From an optimization exercise on the open Yosys and OpenROAD flow, aimed at small area, a short achievable clock period and few clock cycles; shortcuts taken in it are not production practice.

S:
==> module L1, before the edit <==
module  L1(
	input             clk,
	input             reset,
	input             rd_next,    
	output            crd,
	output     [11:0] caddr_rd,
	input      [19:0] cdata_rd,
	input             stop,       
	output            wr,         
	output     [19:0] val,
	output     [ 9:0] addr,
	output            last        
	);
reg        crd_r, rd_d;
reg [ 2:0] qd;          
reg [19:0] rd_q;
reg [11:0] q;           
reg signed [19:0] r1, r2;
wire signed [19:0] d = rd_q;
wire signed [19:0] mx = (r2 > d) ? r2 : d;
assign crd = crd_r;
assign caddr_rd = {q[11:9], q[3], q[0], q[1], q[8:4], q[2]};
assign wr  = rd_d && (qd[2:1] == 2'd3);    
assign val = mx;
assign addr = {q[11:9], q[3], qd[0], q[8:4]};
assign last = (q[11:3] == 9'h1ff) && qd[0];
always @(posedge clk or posedge reset) begin
	if (reset) begin
		crd_r <= 1'b0; q <= 12'd0; rd_d <= 1'b0; qd <= 3'd0;
	end else begin
		crd_r <= rd_next && !stop;
		rd_d  <= crd_r;
		qd    <= q[2:0];
		if (crd_r) q[2:0] <= q[2:0] + 3'd1;
		if (wr && qd[0]) q[11:3] <= q[11:3] + 9'd1;    
	end
end
always @(posedge clk) begin
	rd_q <= cdata_rd;    
	r1 <= (qd[2:1] == 2'd0) ? d : mx;    
	r2 <= r1;
end
endmodule
==> module CONV, before the edit <==
module  CONV(
	input		  clk,
	input		  reset,
	output		  busy,
	input		  ready,
	output [11:0] iaddr,
	input  [19:0] idata,
	output	 	  cwr,
	output [11:0] caddr_wr,
	output [19:0] cdata_wr,
	output	 	  crd,
	output [11:0] caddr_rd,
	input  [19:0] cdata_rd,
	output [ 2:0] csel
	);
localparam LAT = 2;    
reg        busy_r, done_r, run_r;
reg        zc_r;       
reg        prv_r;      
reg [11:0] ra_r;       
reg [ 3:0] rr_r;       
reg        rv_r;       
wire       l1_last;
reg        pool_on;    
assign busy  = busy_r;
assign iaddr = ra_r;
wire rlast = (rr_r == 4'd9);
always @(posedge clk or posedge reset) begin
	if (reset) begin
		busy_r    <= 1'b0;
		run_r     <= 1'b0;
		zc_r      <= 1'b1;
		prv_r     <= 1'b0;
		ra_r      <= 12'd0;       
		rr_r      <= 4'd0;
		rv_r      <= 1'b0;
	end else begin
		if (!busy_r && !done_r && ready) begin
			busy_r <= 1'b1;
			run_r  <= 1'b1;
		end
		if (l1_last) begin
			busy_r <= 1'b0;
			run_r  <= 1'b0;
		end
		if (run_r) begin
			if (rlast) begin
				rr_r  <= 4'd0;
				prv_r <= !zc_r || (ra_r[11:6] == 6'd0 && pool_on);
				if (zc_r) begin
					zc_r <= 1'b0;
					ra_r <= ra_r - 12'd64;            
					rv_r <= (ra_r[11:6] != 6'd0);
				end else if (ra_r[5:0] == 6'd63) begin
					zc_r <= 1'b1;
					rv_r <= 1'b0;
					ra_r <= ra_r - 12'd63;            
				end else begin
					ra_r <= ra_r - 12'd575;           
					rv_r <= (ra_r[11:6] != 6'd8);
				end
			end else begin
				rr_r <= rr_r + 4'd1;
				if (!zc_r) begin
					ra_r <= ra_r + 12'd64;
					rv_r <= !(rr_r == 4'd8 && ra_r[11:6] == 6'd63);
				end
			end
		end
	end
end
reg [19:0] px [0:22];
reg        vld1;                   
integer i;
always @(posedge clk) begin
	px[0] <= rv_r ? idata : 20'd0;
	for (i = 1; i < 23; i = i + 1) px[i] <= px[i-1];
end
always @(posedge clk or posedge reset) begin
	if (reset) vld1 <= 1'b0;
	else       vld1 <= run_r && prv_r && (rr_r >= 4'd2);
end
wire [19:0] res;
convolution u_conv (
	.clk(clk),
	.t0(px[0]),  .t1(px[1]),  .t2(px[2]),
	.t3(px[10]), .t4(px[11]), .t5(px[12]),
	.t6(px[20]), .t7(px[21]), .t8(px[22]),
	.res(res)
);
reg [LAT-1:0] vpipe;
always @(posedge clk or posedge reset) begin
	if (reset) vpipe <= {LAT{1'b0}};
	else       vpipe <= {vpipe, vld1};
end
wire bnext   = vpipe[LAT-1];
reg  l0_done;
wire l0_next = bnext && !l0_done;
reg        cwr_r;
reg [ 2:0] csel_r;
reg [11:0] cad_r;
reg [19:0] cdat_r;
reg [11:0] wa_r;         
wire        l1_wr;       
wire [19:0] l1_val;
wire [ 9:0] l1_addr;
wire        l1_end;      
assign cwr      = cwr_r;
assign csel     = csel_r;
assign caddr_wr = cad_r;
assign cdata_wr = cdat_r;
assign l1_last  = cwr_r && done_r;
always @(posedge clk or posedge reset) begin
	if (reset) begin
		cwr_r <= 1'b0; csel_r <= 3'd1;
		wa_r <= 12'd0; l0_done <= 1'b0; done_r <= 1'b0;
	end else begin
		cwr_r <= (l0_next || l1_wr) && !done_r;
		if (l0_next) begin
			csel_r <= 3'd1;
			if (wa_r[8:6] != 3'd7) wa_r <= wa_r + 12'd64;
			else if (wa_r[5:0] == 6'd63) wa_r <= wa_r + 12'd1;
			else wa_r <= wa_r - 12'd447;
			if (wa_r == 12'd4095) l0_done <= 1'b1;
		end else begin
			csel_r <= l1_wr ? 3'd3 : 3'd1;
			if (l1_wr && l1_end) done_r <= 1'b1;
		end
	end
end
always @(posedge clk) begin
	if (l0_next) begin
		cad_r  <= wa_r;
		cdat_r <= res;
	end else begin
		cad_r  <= {2'b00, l1_addr};
		cdat_r <= l1_val;
	end
end
always @(posedge clk or posedge reset) begin
	if (reset) pool_on <= 1'b0;
	else if (l0_next && wa_r == 12'd448) pool_on <= 1'b1;    
end
L1 u_pool (
	.clk(clk),
	.reset(reset),
	.rd_next(bnext && pool_on),
	.crd(crd),
	.caddr_rd(caddr_rd),
	.cdata_rd(cdata_rd),
	.stop(done_r),
	.wr(l1_wr),
	.val(l1_val),
	.addr(l1_addr),
	.last(l1_end)
);
endmodule
clock: 12.0 ns
lec_check: 0
cap_margin: 20
core_margin: 2
core_utilization: 65
cts_buf_list: sky130_fd_sc_hd__clkbuf_16
cts_cluster_diameter: 80
cts_cluster_size: 30
place_density: 0.75
slew_margin: 20
synth_hierarchical: 1
synth_minimum_keep_size: 0
standard.sh (not shown) runs the stock make flow with config.mk's settings and CLKGATE_MAP_FILE= SYNTH_SCRIPT=/design/flow/synth_recipe.tcl, a recipe that flattens the netlist after the stock synthesis.
==> flow/flow/run.sh <==
#!/bin/bash
# The standard layout (standard.sh), with two changes to how it is made; the
# constraints are unchanged:
#  - repair_timing aims for 8.4 ns of setup slack at the design's clock period;
#  - the port buffers that buffer_ports inserts on every input and output are buf_1 cells (repair_timing may upsize them).
# Each tool's output is in orfs/logs/; make's own output is in make.log.
set -euo pipefail
bash standard.sh SETUP_SLACK_MARGIN=8.4 "BUFFER_PORTS_ARGS=-buffer_cell sky130_fd_sc_hd__buf_1" finish > make.log 2>&1
Here is what was changed in the inputs of T compared with S.
--- a/flow/design.v
+++ b/flow/design.v
@@ -2529,15 +2529,14 @@
 	);
 reg        crd_r, rd_d;
 reg [ 2:0] qd;          
-reg [19:0] rd_q;
 reg [11:0] q;           
 reg signed [19:0] r1, r2;
-wire signed [19:0] d = rd_q;
+wire signed [19:0] d = cdata_rd;    
 wire signed [19:0] mx = (r2 > d) ? r2 : d;
 assign crd = crd_r;
 assign caddr_rd = {q[11:9], q[3], q[0], q[1], q[8:4], q[2]};
 assign wr  = rd_d && (qd[2:1] == 2'd3);    
-assign val = mx;
+assign val = r1;
 assign addr = {q[11:9], q[3], qd[0], q[8:4]};
 assign last = (q[11:3] == 9'h1ff) && qd[0];
 always @(posedge clk or posedge reset) begin
@@ -2552,8 +2551,7 @@
 	end
 end
 always @(posedge clk) begin
-	rd_q <= cdata_rd;    
-	r1 <= (qd[2:1] == 2'd0) ? d : mx;    
+	r1 <= (q[2:1] == 2'd0) ? d : mx;    
 	r2 <= r1;
 end
 endmodule
@@ -2577,7 +2575,8 @@
 reg        busy_r, done_r, run_r;
 reg        zc_r;       
 reg        prv_r;      
-reg [11:0] ra_r;       
+reg [11:0] rx_r;       
+wire [11:0] ra_r = rx_r ^ 12'hfc0;
 reg [ 3:0] rr_r;       
 reg        rv_r;       
 wire       l1_last;
@@ -2591,7 +2590,7 @@
 		run_r     <= 1'b0;
 		zc_r      <= 1'b1;
 		prv_r     <= 1'b0;
-		ra_r      <= 12'd0;       
+		rx_r      <= 12'd0;       
 		rr_r      <= 4'd0;
 		rv_r      <= 1'b0;
 	end else begin
@@ -2606,23 +2605,22 @@
 		if (run_r) begin
 			if (rlast) begin
 				rr_r  <= 4'd0;
-				prv_r <= !zc_r || (ra_r[11:6] == 6'd0 && pool_on);
+				prv_r <= !zc_r || (ra_r[11:6] == 6'd63 && pool_on);
 				if (zc_r) begin
 					zc_r <= 1'b0;
-					ra_r <= ra_r - 12'd64;            
-					rv_r <= (ra_r[11:6] != 6'd0);
+					rv_r <= (ra_r[11:6] != 6'd63);
 				end else if (ra_r[5:0] == 6'd63) begin
 					zc_r <= 1'b1;
 					rv_r <= 1'b0;
-					ra_r <= ra_r - 12'd63;            
+					rx_r <= (ra_r - 12'd127) ^ 12'hfc0;    
 				end else begin
-					ra_r <= ra_r - 12'd575;           
+					rx_r <= (ra_r - 12'd575) ^ 12'hfc0;    
 					rv_r <= (ra_r[11:6] != 6'd8);
 				end
 			end else begin
 				rr_r <= rr_r + 4'd1;
 				if (!zc_r) begin
-					ra_r <= ra_r + 12'd64;
+					rx_r <= (ra_r + 12'd64) ^ 12'hfc0;
 					rv_r <= !(rr_r == 4'd8 && ra_r[11:6] == 6'd63);
 				end
 			end
@@ -2699,7 +2697,7 @@
 end
 always @(posedge clk or posedge reset) begin
 	if (reset) pool_on <= 1'b0;
-	else if (l0_next && wa_r == 12'd448) pool_on <= 1'b1;    
+	else if (l0_next && wa_r == 12'd449) pool_on <= 1'b1;    
 end
 L1 u_pool (
 	.clk(clk),
Notes after the runs:
~same clock transition at the registers of the reported paths in S and T. Multi-input logic area, S and T, higher one = T. | worst slack at placement | T vs S | 1.47 ns lower |. For the final period demand of the worst path, T came in 0.37 ns higher than S did. Taking S as the reference point, the post-synthesis instance area of T falls by 0.74%.
No run of this note included a check of the RTL's function; only the layout flow was run.

## static timing again, ports no longer ideal
How much do the figures lean on ideal ports? The routed layouts below were timed once more, with nothing changed but the port constraints.
Step 1: set_driving_cell puts a clkbuf_16 on clk and a buf_2 on each other input, an assumption about the parent block.
Step 2 times the ports against the registers' clock, not the clock port: input delays grow and output delays shrink by t, the midpoint of the rising clock arrivals with the driver on.
Three values: ideal, step 1, step 2; two values: the first two.
| run | t, ns | setup WS [ns] | hold slack, ns |
|---|---|---|---|
| S | 0.679 | 8.372 / 8.334 / 8.372 | 0.327 / 0.327 / 0.327 |
| T | 0.675 | 8.004 / 8.019 / 7.343 | 0.317 / 0.317 / 0.317 |
After both steps setup and hold are still met in every run listed. For T, which loses most, drivers alone change the setup slack by +0.015 ns; drivers and shift together by -0.661 ns.
